Source: an optimization exercise on an open RTL-to-GDS flow (aim: small area). Production flows keep margins and buffers that such runs may drop.
Where RTL was checked, it was by simulation tests only, not by an equivalence proof against the original.
Only the layout flow was run in run 2; the RTL was not checked for function there.
Power figures rest on the tool's default switching activity, not on a simulated workload.

## flow/design.v (module list and top-level ports; edited modules follow where they fit)
// module URATE: 981 lines
// module FA: 4 lines
// module HA: 4 lines
module URATE (
    input clk,
    input rst,
    input signed [15:0] in,
    output signed [15:0] out
);
  // ...
==> flow/flow/run.sh <==
#!/bin/bash
# Own flow: the standard layout (standard.sh) with three changes:
#  - synthesis is the standard synthesis script with one difference: the ABC
#    technology-mapping step uses an area-oriented script (flow/abc_area.script)
#    instead of ORFS's speed script; registers, flattening and renaming are unchanged;
#  - port buffers use the smallest buffer cell;
#  - clock tree synthesis inserts no dummy loads.
set -euo pipefail
here=$PWD
# ORFS's synth.tcl with only the ABC script replaced
sed 's|^\(\s*\)log_cmd abc {\*}\$abc_args$|\1set abc_args [lreplace $abc_args 1 1 '"$here"'/flow/abc_area.script]\n\1log_cmd abc {*}$abc_args|' \
  "$FLOW_HOME/scripts/synth.tcl" > "$here/synth_area.tcl"
grep -q 'flow/abc_area.script' "$here/synth_area.tcl"
# The standard flow's synthesis wrapper, sourcing that copy
sed 's|source \$::env(SCRIPTS_DIR)/synth.tcl|source '"$here"'/synth_area.tcl|' synth_recipe.tcl > "$here/synth_own.tcl"
grep -q 'synth_area.tcl' "$here/synth_own.tcl"
bash standard.sh \
  "SYNTH_SCRIPT=$here/synth_own.tcl" \
  'BUFFER_PORTS_ARGS=-buffer_cell sky130_fd_sc_hd__buf_1' \
  'CTS_ARGS=-sink_clustering_enable -repair_clock_nets -dont_use_dummy_load -buf_list {sky130_fd_sc_hd__clkbuf_4 sky130_fd_sc_hd__clkbuf_8}' \
  finish > standard_flow.log 2>&1
==> flow/flow/abc_area.script <==
&get -n
&st
&dch -f
&nf -a -R 1000
&put
==> flow/standard.sh <==
#!/bin/bash
# synth_recipe.tcl (not shown) runs the flow's synth.tcl, then flattens the netlist and writes it again
# the make line also repeats each setting of config.mk as NAME=value (left out here)
make -C /OpenROAD-flow-scripts/flow DESIGN_CONFIG=/design/flow/config.mk WORK_HOME=/design/flow/orfs CLKGATE_MAP_FILE= SYNTH_SCRIPT=/design/flow/synth_recipe.tcl "${@:-finish}"
==> flow/config.mk <==
export PLATFORM = sky130hd
export DESIGN_NAME = URATE
export DESIGN_NICKNAME = URATE
export VERILOG_FILES = /design/flow/design.v
export SDC_FILE = /design/flow/constraint.sdc
export NUM_CORES = 4
export LEC_CHECK = 0
export CAP_MARGIN = 20
export CORE_MARGIN = 2
export CORE_UTILIZATION = 40
export CTS_BUF_LIST = sky130_fd_sc_hd__clkbuf_4 sky130_fd_sc_hd__clkbuf_8
export CTS_CLUSTER_SIZE = 30
export SLEW_MARGIN = 20
export SYNTH_HIERARCHICAL = 1
export SYNTH_MINIMUM_KEEP_SIZE = 0
==> flow/constraint.sdc <==
create_clock -name core_clock -period 14.0 [get_ports {clk}]
set_input_delay 2.8000 -clock core_clock [delete_from_list [all_inputs] [get_ports {clk}]]
set_output_delay 2.8000 -clock core_clock [all_outputs]
set_load 0.01 [all_outputs]
==> impl_metrics.py, run 1 <==
metrics = {
    "outcome": {
        "outcome": "no timing/DRC/antenna violations",
    },
    "clocking": {
        "cts.root.buffer_cell": "sky130_fd_sc_hd__clkbuf_8",
        "clkLatencyLatePin_ns": 0.50,
        "cts_inserted_buffers": 17,
    },
    "finish": {
        "clock_buffers": 17,
        "inverters": 6,
        "multi_input_area_share": 0.554,
        "area_dominant_class": "multi-input gates",
        "final_cell_mix": "sky130_fd_sc_hd__fa_1 (243), sky130_fd_sc_hd__dfrtp_1 (135), sky130_fd_sc_hd__a22oi_1 (91)",
        "fraction_of_layout_instances_using_a_drive_strength_above_1": 0.0517,
    },
    "placement": {
        "dp_cells": 1352,
        "routabilityCongestion": 0.834,
        "place_worst_setup_slack_ns": 1.57,
        "numPortBuffers": 33,
    },
    "synth": {
        "mappedNetlistArea_um2": 13300,
        "synthAdderAreaFrac": 0.381,
        "post-synth-top-area-fraction": 0.366,
        "synth_area_leader_cell": "sky130_fd_sc_hd__fa_1",
        "area_share_of_xor_xnor_cells_in_the_synthesized_design": 0.0737,
        "yosys.cell_count.top_type": "sky130_fd_sc_hd__fa_1",
    },
    "power": {
        "power-top-group": "combinational cells",
        "pwr-share-comb": 0.532,
        "share_clk_of_total_power": 0.095,
        "pwr-share-seq": 0.373,
        "power_switching_mw": 1.24,
    },
    "floorplanning": {
        "initial_util": 0.408,
        "num_io_pins": 34,
        "die_w_um": 186,
    },
    "timing": {
        "hold_ws_ns": 0.478,
        "setup_viol": 0,
        "timing.final.max_slew_violations": 0,
    },
    "setup_path": {
        "regToRegStartpoint": "r1[0]",
        "timing.critical_path.to": "r0[30]",
        "worstPathMaxFanout": 2,
    },
    "min_path": {
        "hold_path_depth": 1,
        "min_path_type": "flop to flop",
        "min_to": "r0[30]",
    },
    "drt": {
        "detailedRoute.firstIterationViolations": 699,
        "drt_pre_antenna_iters": 5,
        "drc": 0,
    },
}
==> run 2: changes to the inputs <==
--- a/flow/design.v
+++ b/flow/design.v
@@ -27,20 +27,20 @@
 reg k1r1_s3;
 reg k1r1_n;
 reg k2r0_s0;
 reg k2r0_s1;
 reg k2r0_n;
 reg k2r1_s2;
 reg k2r1_s3;
 reg k2r1_n;
-reg k3r0_s1;
-reg k3r0_s2;
-reg k3r1_s0;
-reg k3r1_s3;
+reg k3r0_m1;
+reg k3r0_m2;
+reg k3r1_p0;
+reg k3r1_p3;
 reg kc0;
 reg kc1;
 reg kc2;
 reg kc3;
 always @* begin
 	cnt_nx = 5'd0;
 	k0r0_s0 = 1'b0;
 	k0r0_s1 = 1'b0;
@@ -55,113 +55,118 @@
 	k1r1_s3 = 1'b0;
 	k1r1_n = 1'b0;
 	k2r0_s0 = 1'b0;
 	k2r0_s1 = 1'b0;
 	k2r0_n = 1'b0;
 	k2r1_s2 = 1'b0;
 	k2r1_s3 = 1'b0;
 	k2r1_n = 1'b0;
-	k3r0_s1 = 1'b0;
-	k3r0_s2 = 1'b0;
-	k3r1_s0 = 1'b0;
-	k3r1_s3 = 1'b0;
+	k3r0_m1 = 1'b0;
+	k3r0_m2 = 1'b0;
+	k3r1_p0 = 1'b0;
+	k3r1_p3 = 1'b0;
 	kc0 = 1'b0;
 	kc1 = 1'b0;
 	kc2 = 1'b0;
 	kc3 = 1'b0;
 	case (cnt)
 	5'd0: begin
 		cnt_nx = 5'd1;
 		k0r0_s0 = 1'b1;
 		k0r0_n = 1'b1;
 		k1r0_s1 = 1'b1;
-		k1r1_s3 = 1'b1;
+		k1r0_n = 1'b1;
+		k1r1_s2 = 1'b1;
 		k1r1_n = 1'b1;
 		k2r0_s0 = 1'b1;
 		k2r1_s2 = 1'b1;
 		k2r1_n = 1'b1;
-		k3r0_s1 = 1'b1;
-		k3r1_s3 = 1'b1;
-		kc0 = 1'b1;
-		kc1 = 1'b1;
+		k3r0_m1 = 1'b1;
+		k3r1_p3 = 1'b1;
+		kc2 = 1'b1;
 		kc3 = 1'b1;
 	end
 	5'd1: begin
 		cnt_nx = 5'd2;
+		k1r0_n = 1'b1;
 		k1r1_s2 = 1'b1;
 		k2r0_s1 = 1'b1;
 		k2r0_n = 1'b1;
-		k3r0_s2 = 1'b1;
-		k3r1_s0 = 1'b1;
-		kc0 = 1'b1;
-		kc1 = 1'b1;
+		k2r1_n = 1'b1;
+		k3r0_m2 = 1'b1;
+		k3r1_p0 = 1'b1;
+		kc3 = 1'b1;
 	end
 	5'd2: begin
 		cnt_nx = 5'd3;
 		k0r0_s0 = 1'b1;
 		k1r0_s0 = 1'b1;
+		k1r1_n = 1'b1;
 		k2r0_s0 = 1'b1;
 		k2r0_n = 1'b1;
-		k3r0_s1 = 1'b1;
-		k3r1_s0 = 1'b1;
+		k3r0_m1 = 1'b1;
+		k3r1_p0 = 1'b1;
 		kc0 = 1'b1;
 		kc1 = 1'b1;
+		kc2 = 1'b1;
 	end
 	5'd3: begin
 		cnt_nx = 5'd4;
 		k0r0_s0 = 1'b1;
 		k0r0_n = 1'b1;
 		k0r1_s2 = 1'b1;
 		k1r0_s1 = 1'b1;
+		k1r1_n = 1'b1;
 		k2r1_s2 = 1'b1;
 		k2r1_n = 1'b1;
 		kc0 = 1'b1;
 		kc1 = 1'b1;
-		kc2 = 1'b1;
+		kc3 = 1'b1;
 	end
 	5'd4: begin
 		cnt_nx = 5'd5;
 		k0r0_s1 = 1'b1;
-		k0r1_s3 = 1'b1;
+		k0r0_n = 1'b1;
+		k0r1_s2 = 1'b1;
 		k0r1_n = 1'b1;
 		k1r0_s0 = 1'b1;
 		k1r0_n = 1'b1;
 		k1r1_s2 = 1'b1;
 		k2r0_s1 = 1'b1;
 		k2r1_s2 = 1'b1;
-		k3r1_s0 = 1'b1;
-		kc0 = 1'b1;
-		kc1 = 1'b1;
-		kc2 = 1'b1;
+		k3r1_p0 = 1'b1;
+		kc3 = 1'b1;
 	end
 	5'd5: begin
 		cnt_nx = 5'd6;
 		k0r0_s0 = 1'b1;
 		k0r0_n = 1'b1;
 		k0r1_s3 = 1'b1;
 		k1r0_s1 = 1'b1;
-		k1r1_s2 = 1'b1;
+		k1r0_n = 1'b1;
+		k1r1_s3 = 1'b1;
+		k2r0_n = 1'b1;
 		k2r1_s2 = 1'b1;
 		k2r1_n = 1'b1;
-		k3r0_s1 = 1'b1;
-		k3r1_s0 = 1'b1;
+		k3r0_m1 = 1'b1;
+		k3r1_p0 = 1'b1;
 		kc0 = 1'b1;
-		kc1 = 1'b1;
-		kc2 = 1'b1;
+		kc3 = 1'b1;
 	end
 	5'd6: begin
 		cnt_nx = 5'd7;
 		k0r0_s1 = 1'b1;
 		k0r0_n = 1'b1;
+		k0r1_n = 1'b1;
 		k1r0_s0 = 1'b1;
 		k2r0_s0 = 1'b1;
 		k2r0_n = 1'b1;
 		k2r1_s2 = 1'b1;
-		kc2 = 1'b1;
+		kc3 = 1'b1;
 	end
 	5'd7: begin
 		cnt_nx = 5'd8;
 		k0r0_s0 = 1'b1;
 		k0r1_s2 = 1'b1;
 		k0r1_n = 1'b1;
 		k1r0_s0 = 1'b1;
 		k1r1_s3 = 1'b1;
@@ -173,89 +178,106 @@
 		cnt_nx = 5'd9;
 		k0r0_s1 = 1'b1;
 		k0r1_s2 = 1'b1;
 		k1r0_s0 = 1'b1;
 		k1r1_s2 = 1'b1;
 		k1r1_n = 1'b1;
 		k2r0_s1 = 1'b1;
 		k2r0_n = 1'b1;
+		k2r1_n = 1'b1;
 		kc0 = 1'b1;
 		kc1 = 1'b1;
-		kc2 = 1'b1;
+		kc3 = 1'b1;
 	end
 	5'd9: begin
 		cnt_nx = 5'd10;
 		k0r1_s2 = 1'b1;
 		k0r1_n = 1'b1;
 		k1r0_s0 = 1'b1;
 		k1r1_s3 = 1'b1;
 		k2r0_s0 = 1'b1;
 		k2r0_n = 1'b1;
 		k2r1_s3 = 1'b1;
 		kc0 = 1'b1;
 		kc1 = 1'b1;
 		kc2 = 1'b1;
 	end
 	5'd10: begin
 		cnt_nx = 5'd11;
+		k0r1_n = 1'b1;
 		k1r0_s0 = 1'b1;
+		k1r1_n = 1'b1;
 		k2r0_s0 = 1'b1;
 		k2r1_s2 = 1'b1;
 		k2r1_n = 1'b1;
 		kc1 = 1'b1;
 		kc2 = 1'b1;
+		kc3 = 1'b1;
 	end
 	5'd11: begin
 		cnt_nx = 5'd12;
 		k0r0_s0 = 1'b1;
 		k0r0_n = 1'b1;
+		k0r1_n = 1'b1;
+		k1r1_n = 1'b1;
 		k2r0_s1 = 1'b1;
 		k2r1_s2 = 1'b1;
 		kc0 = 1'b1;
 		kc1 = 1'b1;
+		kc3 = 1'b1;
 	end
 	5'd12: begin
 		cnt_nx = 5'd13;
 		k0r0_s0 = 1'b1;
+		k0r1_n = 1'b1;
+		k1r1_n = 1'b1;
 		k2r0_s0 = 1'b1;
 		k2r0_n = 1'b1;
 		kc0 = 1'b1;
 		kc1 = 1'b1;
+		kc3 = 1'b1;
 	end
 	5'd13: begin
 		cnt_nx = 5'd14;
 		k0r0_s1 = 1'b1;
 		k0r1_s3 = 1'b1;
 		k0r1_n = 1'b1;
+		k1r0_n = 1'b1;
+		k1r1_n = 1'b1;
 		k2r0_s0 = 1'b1;
+		k2r1_n = 1'b1;
+		kc0 = 1'b1;
 		kc1 = 1'b1;
 		kc2 = 1'b1;
+		kc3 = 1'b1;
 	end
 	5'd14: begin
 		cnt_nx = 5'd15;
 		k0r0_s0 = 1'b1;
 		k0r0_n = 1'b1;
 		k0r1_s2 = 1'b1;
 		k1r0_s0 = 1'b1;
 		k1r0_n = 1'b1;
+		k2r0_n = 1'b1;
+		kc0 = 1'b1;
 		kc2 = 1'b1;
 	end
 	5'd15: begin
 		cnt_nx = 5'd16;
 		k0r0_s0 = 1'b1;
 		k0r1_s3 = 1'b1;
 		k0r1_n = 1'b1;
 		k1r0_s0 = 1'b1;
 		k1r0_n = 1'b1;
 		k1r1_s3 = 1'b1;
 		k1r1_n = 1'b1;
+		k2r0_n = 1'b1;
 		k2r1_s2 = 1'b1;
-		kc0 = 1'b1;
-		kc1 = 1'b1;
+		kc2 = 1'b1;
 		kc3 = 1'b1;
 	end
 	5'd16: begin
 		cnt_nx = 5'd17;
 		k0r0_s1 = 1'b1;
 		k1r0_s0 = 1'b1;
 		k1r0_n = 1'b1;
 		k1r1_s2 = 1'b1;
@@ -283,31 +305,34 @@
 	5'd18: begin
 		cnt_nx = 5'd19;
 		k0r0_s0 = 1'b1;
 		k0r1_s2 = 1'b1;
 		k0r1_n = 1'b1;
 		k1r0_s0 = 1'b1;
 		k1r0_n = 1'b1;
 		k2r0_s1 = 1'b1;
+		k2r1_n = 1'b1;
 		kc0 = 1'b1;
 		kc1 = 1'b1;
-		kc2 = 1'b1;
+		kc3 = 1'b1;
 	end
 	5'd19: begin
 		cnt_nx = 5'd0;
+		k0r0_n = 1'b1;
 		k0r1_s2 = 1'b1;
 		k1r0_s1 = 1'b1;
-		k1r1_s3 = 1'b1;
+		k1r0_n = 1'b1;
+		k1r1_s2 = 1'b1;
 		k1r1_n = 1'b1;
 		k2r0_s0 = 1'b1;
 		k2r1_s3 = 1'b1;
 		k2r1_n = 1'b1;
-		k3r1_s0 = 1'b1;
-		kc1 = 1'b1;
+		k3r1_p0 = 1'b1;
+		kc2 = 1'b1;
 		kc3 = 1'b1;
 	end
 	default: ;
 	endcase
 end
 wire k0r0_0 = ((k0r0_s0 & x0[0])) ^ k0r0_n;
 wire k0r0_1 = ((k0r0_s0 & x0[1]) | (k0r0_s1 & x0[0])) ^ k0r0_n;
 wire k0r0_2 = ((k0r0_s0 & x0[2]) | (k0r0_s1 & x0[1])) ^ k0r0_n;
@@ -405,52 +430,52 @@
 wire k2r1_11 = ((k2r1_s2 & x2[9]) | (k2r1_s3 & x2[8])) ^ k2r1_n;
 wire k2r1_12 = ((k2r1_s2 & x2[10]) | (k2r1_s3 & x2[9])) ^ k2r1_n;
 wire k2r1_13 = ((k2r1_s2 & x2[11]) | (k2r1_s3 & x2[10])) ^ k2r1_n;
 wire k2r1_14 = ((k2r1_s2 & x2[12]) | (k2r1_s3 & x2[11])) ^ k2r1_n;
 wire k2r1_15 = ((k2r1_s2 & x2[13]) | (k2r1_s3 & x2[12])) ^ k2r1_n;
 wire k2r1_16 = ((k2r1_s2 & x2[14]) | (k2r1_s3 & x2[13])) ^ k2r1_n;
 wire k2r1_17 = ((k2r1_s2 & x2[15]) | (k2r1_s3 & x2[14])) ^ k2r1_n;
 wire k2r1_18 = ~(((k2r1_s2 & x2[15]) | (k2r1_s3 & x2[15])) ^ k2r1_n);
-wire k3r0_1 = ~((k3r0_s1 & s3[0]));
-wire k3r0_2 = ~((k3r0_s1 & s3[1]) | (k3r0_s2 & s3[0]));
-wire k3r0_3 = ~((k3r0_s1 & s3[2]) | (k3r0_s2 & s3[1]));
-wire k3r0_4 = ~((k3r0_s1 & s3[3]) | (k3r0_s2 & s3[2]));
-wire k3r0_5 = ~((k3r0_s1 & s3[4]) | (k3r0_s2 & s3[3]));
-wire k3r0_6 = ~((k3r0_s1 & s3[5]) | (k3r0_s2 & s3[4]));
-wire k3r0_7 = ~((k3r0_s1 & s3[6]) | (k3r0_s2 & s3[5]));
-wire k3r0_8 = ~((k3r0_s1 & s3[7]) | (k3r0_s2 & s3[6]));
-wire k3r0_9 = ~((k3r0_s1 & s3[8]) | (k3r0_s2 & s3[7]));
-wire k3r0_10 = ~((k3r0_s1 & s3[9]) | (k3r0_s2 & s3[8]));
-wire k3r0_11 = ~((k3r0_s1 & s3[10]) | (k3r0_s2 & s3[9]));
-wire k3r0_12 = ~((k3r0_s1 & s3[11]) | (k3r0_s2 & s3[10]));
-wire k3r0_13 = ~((k3r0_s1 & s3[12]) | (k3r0_s2 & s3[11]));
-wire k3r0_14 = ~((k3r0_s1 & s3[13]) | (k3r0_s2 & s3[12]));
-wire k3r0_15 = ~((k3r0_s1 & s3[14]) | (k3r0_s2 & s3[13]));
-wire k3r0_16 = ~((k3r0_s1 & s3[15]) | (k3r0_s2 & s3[14]));
-wire k3r0_17 = (k3r0_s1 & s3[15]) | (k3r0_s2 & s3[15]);
-wire k3r1_0 = (k3r1_s0 & s3[0]);
-wire k3r1_1 = (k3r1_s0 & s3[1]);
-wire k3r1_2 = (k3r1_s0 & s3[2]);
-wire k3r1_3 = (k3r1_s0 & s3[3]) | (k3r1_s3 & s3[0]);
-wire k3r1_4 = (k3r1_s0 & s3[4]) | (k3r1_s3 & s3[1]);
-wire k3r1_5 = (k3r1_s0 & s3[5]) | (k3r1_s3 & s3[2]);
-wire k3r1_6 = (k3r1_s0 & s3[6]) | (k3r1_s3 & s3[3]);
-wire k3r1_7 = (k3r1_s0 & s3[7]) | (k3r1_s3 & s3[4]);
-wire k3r1_8 = (k3r1_s0 & s3[8]) | (k3r1_s3 & s3[5]);
-wire k3r1_9 = (k3r1_s0 & s3[9]) | (k3r1_s3 & s3[6]);
-wire k3r1_10 = (k3r1_s0 & s3[10]) | (k3r1_s3 & s3[7]);
-wire k3r1_11 = (k3r1_s0 & s3[11]) | (k3r1_s3 & s3[8]);
-wire k3r1_12 = (k3r1_s0 & s3[12]) | (k3r1_s3 & s3[9]);
-wire k3r1_13 = (k3r1_s0 & s3[13]) | (k3r1_s3 & s3[10]);
-wire k3r1_14 = (k3r1_s0 & s3[14]) | (k3r1_s3 & s3[11]);
-wire k3r1_15 = (k3r1_s0 & s3[15]) | (k3r1_s3 & s3[12]);
-wire k3r1_16 = (k3r1_s0 & s3[15]) | (k3r1_s3 & s3[13]);
-wire k3r1_17 = (k3r1_s0 & s3[15]) | (k3r1_s3 & s3[14]);
-wire k3r1_18 = ~((k3r1_s0 & s3[15]) | (k3r1_s3 & s3[15]));
+wire k3r0_1 = ~((k3r0_m1 & s3[0]));
+wire k3r0_2 = ~((k3r0_m1 & s3[1]) | (k3r0_m2 & s3[0]));
+wire k3r0_3 = ~((k3r0_m1 & s3[2]) | (k3r0_m2 & s3[1]));
+wire k3r0_4 = ~((k3r0_m1 & s3[3]) | (k3r0_m2 & s3[2]));
+wire k3r0_5 = ~((k3r0_m1 & s3[4]) | (k3r0_m2 & s3[3]));
+wire k3r0_6 = ~((k3r0_m1 & s3[5]) | (k3r0_m2 & s3[4]));
+wire k3r0_7 = ~((k3r0_m1 & s3[6]) | (k3r0_m2 & s3[5]));
+wire k3r0_8 = ~((k3r0_m1 & s3[7]) | (k3r0_m2 & s3[6]));
+wire k3r0_9 = ~((k3r0_m1 & s3[8]) | (k3r0_m2 & s3[7]));
+wire k3r0_10 = ~((k3r0_m1 & s3[9]) | (k3r0_m2 & s3[8]));
+wire k3r0_11 = ~((k3r0_m1 & s3[10]) | (k3r0_m2 & s3[9]));
+wire k3r0_12 = ~((k3r0_m1 & s3[11]) | (k3r0_m2 & s3[10]));
+wire k3r0_13 = ~((k3r0_m1 & s3[12]) | (k3r0_m2 & s3[11]));
+wire k3r0_14 = ~((k3r0_m1 & s3[13]) | (k3r0_m2 & s3[12]));
+wire k3r0_15 = ~((k3r0_m1 & s3[14]) | (k3r0_m2 & s3[13]));
+wire k3r0_16 = ~((k3r0_m1 & s3[15]) | (k3r0_m2 & s3[14]));
+wire k3r0_17 = (k3r0_m1 & s3[15]) | (k3r0_m2 & s3[15]);
+wire k3r1_0 = (k3r1_p0 & s3[0]);
+wire k3r1_1 = (k3r1_p0 & s3[1]);
+wire k3r1_2 = (k3r1_p0 & s3[2]);
+wire k3r1_3 = (k3r1_p0 & s3[3]) | (k3r1_p3 & s3[0]);
+wire k3r1_4 = (k3r1_p0 & s3[4]) | (k3r1_p3 & s3[1]);
+wire k3r1_5 = (k3r1_p0 & s3[5]) | (k3r1_p3 & s3[2]);
+wire k3r1_6 = (k3r1_p0 & s3[6]) | (k3r1_p3 & s3[3]);
+wire k3r1_7 = (k3r1_p0 & s3[7]) | (k3r1_p3 & s3[4]);
+wire k3r1_8 = (k3r1_p0 & s3[8]) | (k3r1_p3 & s3[5]);
+wire k3r1_9 = (k3r1_p0 & s3[9]) | (k3r1_p3 & s3[6]);
+wire k3r1_10 = (k3r1_p0 & s3[10]) | (k3r1_p3 & s3[7]);
+wire k3r1_11 = (k3r1_p0 & s3[11]) | (k3r1_p3 & s3[8]);
+wire k3r1_12 = (k3r1_p0 & s3[12]) | (k3r1_p3 & s3[9]);
+wire k3r1_13 = (k3r1_p0 & s3[13]) | (k3r1_p3 & s3[10]);
+wire k3r1_14 = (k3r1_p0 & s3[14]) | (k3r1_p3 & s3[11]);
+wire k3r1_15 = (k3r1_p0 & s3[15]) | (k3r1_p3 & s3[12]);
+wire k3r1_16 = (k3r1_p0 & s3[15]) | (k3r1_p3 & s3[13]);
+wire k3r1_17 = (k3r1_p0 & s3[15]) | (k3r1_p3 & s3[14]);
+wire k3r1_18 = ~((k3r1_p0 & s3[15]) | (k3r1_p3 & s3[15]));
 wire fs1, fc2;
 FA ufs1 (.a(r4[0]), .b(k0r0_0), .c(k1r0_0), .s(fs1), .co(fc2));
 wire fs3, fc4;
 FA ufs3 (.a(k2r0_0), .b(k3r1_0), .c(kc0), .s(fs3), .co(fc4));
 wire fs5, fc6;
 FA ufs5 (.a(r4[1]), .b(k0r0_1), .c(k1r0_1), .s(fs5), .co(fc6));
 wire fs7, fc8;
 FA ufs7 (.a(k2r0_1), .b(k3r0_1), .c(k3r1_1), .s(fs7), .co(fc8));
==> flow/flow/run.sh (replaced) <==
#!/bin/bash
# Own flow: the standard layout (standard.sh, unchanged synthesis), with two changes:
# port buffers use the smallest buffer cell, and clock tree synthesis inserts no dummy loads.
set -euo pipefail
bash standard.sh \
  'BUFFER_PORTS_ARGS=-buffer_cell sky130_fd_sc_hd__buf_1' \
  'CTS_ARGS=-sink_clustering_enable -repair_clock_nets -dont_use_dummy_load -buf_list {sky130_fd_sc_hd__clkbuf_4 sky130_fd_sc_hd__clkbuf_8}' \
  finish > standard_flow.log 2>&1
removed: flow/flow/abc_area.script
==> run 2 against run 1 <==
Flip-flop and latch count is the same. Final cell count is 2.5% higher. Via count rose by 1.4%. Wire length shrank 0.79%. Power is 0.90% lower. Critical path depth is the same. Hold slack better by 0.011 ns. Core utilization down 1.4 points. Synthesized cell count increased by 7.3%. Non-clock buffer count did not move. Largest power group unchanged. Count of clock-buffer cells in the layout did not move.
==> impl_metrics.py, run 2 <==
metrics = {
    "outcome": {
        "outcome": "no timing/DRC/antenna violations",
    },
    "finish": {
        "largest_register_ffs": 31,
        "nets": 1228,
        "largest_register": "r0",
        "fill_cells": 3109,
        "multi_input_area_um2": 8140,
        "synthToLayoutAreaGrowth_pct": 5.34,
        "area.sequential_um2": 5300,
        "largest_registers": "r0 x31, r1 x29, r2 x26",
        "utilization": 0.424,
        "final_common_cell": "sky130_fd_sc_hd__fa_1",
        "final_cell_mix": "sky130_fd_sc_hd__fa_1 (243), sky130_fd_sc_hd__dfrtp_1 (135), sky130_fd_sc_hd__a22oi_1 (92)",
        "finish.cell_count_without_fillers": 1404,
        "fraction_of_layout_instances_using_a_drive_strength_above_1": 0.0601,
    },
    "placement": {
        "place_worst_setup_slack_ns": 1.75,
        "dp_hpwl_mm": 22.2,
        "numPortBuffers": 33,
        "routabilityCongestion": 0.856,
        "dp_cells": 1386,
    },
    "clocking": {
        "cts.root.buffer_cell": "sky130_fd_sc_hd__clkbuf_8",
        "cts-resized-gates": 0,
        "max_root_sink_buffers": 2,
        "holdBufCountCts": 0,
        "clkSlewWorstSetupHoldPaths_ns": 0.10,
        "cts_inserted_buffers": 17,
        "clkLatencyLatePin_ns": 0.50,
        "depth_of_the_cts_h_tree": 4,
        "clock_tree_from_tritoncts": "yes",
        "cts.sinks": 199,
        "post-cts-setup-buffer-count": 0,
    },
    "global_routing": {
        "grt.overflow.total": 0,
        "maximum_number_of_pins_on_one_net_before_global_route_repair": 74,
        "first_global_vias": 8301,
        "antenna_found_initial": 1,
        "gr-usage-all-layers": 0.176,
        "first_pass_grt_wire_length_mm": 48.3,
    },
    "drt": {
        "vias": 7624,
        "route.detailed.vias_per_inst": 5.43,
        "totalWireLength_mm": 28.8,
        "route.antenna.remaining_nets": 0,
        "routed_wire_length_per_instance_um": 20.5,
        "drc": 0,
        "detailedRoute.firstIterationViolations": 781,
        "drt_pre_antenna_iters": 5,
    },
    "floorplanning": {
        "num_io_pins": 34,
        "initial_util": 0.403,
        "core-area_um2": 34300,
        "die_w_um": 190,
        "die-area_um2": 36000,
        "std_cell_rows": 68,
        "chipHeight_um": 190,
    },
    "timing": {
        "setup_tns_ns": 0,
        "timing.final.max_slew_violations": 0,
        "setup_viol": 0,
        "worst_pin_slew_ns": 0.955,
        "timing.slew.headroom": 0.363,
        "hold_ws_ns": 0.489,
        "report.final.hold_viol_count": 0,
        "grt_setup_unrepaired": "false",
        "final_critical_path_required_period_ns": 12.17,
        "fin_crit_sh": 0.869,
        "post-route-worst-setup-slack_ns": 1.83,
        "clock.fmax_mhz": 82.2,
        "finClkSkew_ns": 0.0369,
    },
    "synth": {
        "synth_cells": 938,
        "synthTopCellsByArea": "sky130_fd_sc_hd__fa_1 (35%), sky130_fd_sc_hd__dfrtp_1 (24%), sky130_fd_sc_hd__edfxtp_1 (14%), sky130_fd_sc_hd__a22oi_1 (5.0%), sky130_fd_sc_hd__xor2_1 (4.3%)",
        "mappedNetlistArea_um2": 13800,
        "synth_edf_count": 64,
        "async_flop_share": 0.678,
        "synth_ff_type": "sky130_fd_sc_hd__dfrtp_1",
        "synth.distinct_cells": 53,
        "yosys_warnings": 7,
        "ys_seq_elements": 199,
        "yosys.cell_count.top_type": "sky130_fd_sc_hd__fa_1",
        "synth-seq-area-share": 0.384,
        "synth_area_leader_cell": "sky130_fd_sc_hd__fa_1",
        "post-synth-top-area-fraction": 0.352,
        "ys_top_cells_by_count": "sky130_fd_sc_hd__fa_1 (243), sky130_fd_sc_hd__dfrtp_1 (135), sky130_fd_sc_hd__a22oi_1 (92), sky130_fd_sc_hd__xor2_1 (68), sky130_fd_sc_hd__edfxtp_1 (64)",
        "syn_avg_cell_area_um2": 14.7,
    },
    "power": {
        "static-leakage-power_nw": 5.42,
        "ir_worst_vdd_v": 0.000118,
        "powerDensity_nw_per_um2": 210,
    },
    "setup_path": {
        "timing.critical_path.arrival_ns": 12.54,
        "cp_slowest_cell": "sky130_fd_sc_hd__dfrtp_1",
        "timing.critical_path.slowest_cell_delay_ns": 0.41,
        "timing.critical_path.to_type": "flop",
        "crit_path_frequent_cell": "sky130_fd_sc_hd__fa_1",
        "worstPathMaxFanout": 2,
        "timing.setup.critical_path_class": "flop to flop",
        "timing.critical_path.from_type": "flop",
        "critPathRequiredTime_ns": 14.36,
    },
    "min_path": {
        "min_path_type": "flop to flop",
    },
    "run": {
        "cap_violations": 0,
    },
}
run 2: where the power goes:
group          total, mW  leakage (nW)  internal, mW  switching, mW
combinational       1.62          3.09         0.825          0.793
sequential          1.15          2.21         0.906          0.240
clock              0.291         0.122         0.108          0.184
total               3.06          5.42          1.84           1.22
run 2: logic make-up (layout without fill, tap and decap cells):
kind of cell / Yosys count / in the layout / synth area share
XOR/XNOR: 114 / 114 / 0.0729
adder cells (fa/ha/maj): 260 / 260 / 0.368
AO/OA/AOI/OAI: 187 / 187 / 0.0989
AND/OR/NAND/NOR: 86 / 86 / 0.0305
buffers and inverters: 70 / 78 / 0.0295
other: 1 / 4 / 0.000272
flip-flops: 199 / 199 / 0.384
multiplexers: 21 / 21 / 0.0164
run 2: final timing paths:
kind,startpoint,endpoint,slack [ns],depth (start not counted)
max reg2reg,r1[0],r0[30],1.83,32
max,r1[0],r0[30],1.83,32
min in group asynchronous,rst,r2[4],2.62,3
min reg2reg,r0[0],r0[0],0.49,1
min,r0[0],r0[0],0.49,1
max in group asynchronous,rst,r3[20],10.14,4
run 2: Yosys stat by module (local to each module, per instance):
module / copies in the design / area [µm²]
URATE: 1 / 8830
HA: 9 / 12.5
FA: 243 / 20.0
run 2: final cells by class:
| cell class | instances | area share |
|---|---|---|
| clock buffers | 17 | 0.0161 |
| repair buffers | 51 | 0.0178 |
| inverters | 10 | 0.00292 |
| flip-flops and latches | 199 | 0.364 |
| multi-input cells | 671 | 0.559 |
| diodes | 1 | 0.000172 |
| well taps | 455 | 0.0391 |
run 2: metrics by stage:
step / instance area, µm² / power, mW
after detailed placement: 14300 / 2.86
final: 14500 / 3.06
after floorplan: 13800 / 2.44
after CTS: 14500 / 3.16
after global routing: 14500 / 3.51
after global placement: 14300 / 2.76
run 2: per-layer routing:
metal,global-route usage,up-vias,wire length [µm]
met5,0,-,0
met4,0.0590,0,787
met2,0.276,217,14200
met1,0.249,4128,12600
li1,-,3234,-
met3,0.0328,45,1180
run 2: worst max-delay path: cells and delay by family (launching register included):
| family | cells | cell delay [ns] |
|---|---|---|
| adders and majority gates | 30 | 11.34 |
| DFF | 1 | 0.41 |
| xor gates and xnor gates | 2 | 0.26 |

-- what the ideal ports hide --
The flow's constraints put no driver on any port. The routed layouts listed below were extracted and timed again, unchanged, in two steps.
Step 1: set_driving_cell puts a clkbuf_16 on clk and a buf_2 on each other input, an assumption about the parent block.
Step 2 times the ports against the registers' clock, not the clock port: input delays grow and output delays shrink by t, the midpoint of the rising clock arrivals with the driver on.
Three values: ideal, step 1, step 2; two values: the first two.
run | t, ns | slack for setup (ns) | cell pins on the clock port's net
run 1 | 0.533 | 1.718 / 1.718 / 1.718 | 1
run 2 | 0.524 | 1.829 / 1.829 / 1.829 | 1
After both steps every run listed still meets setup and hold.
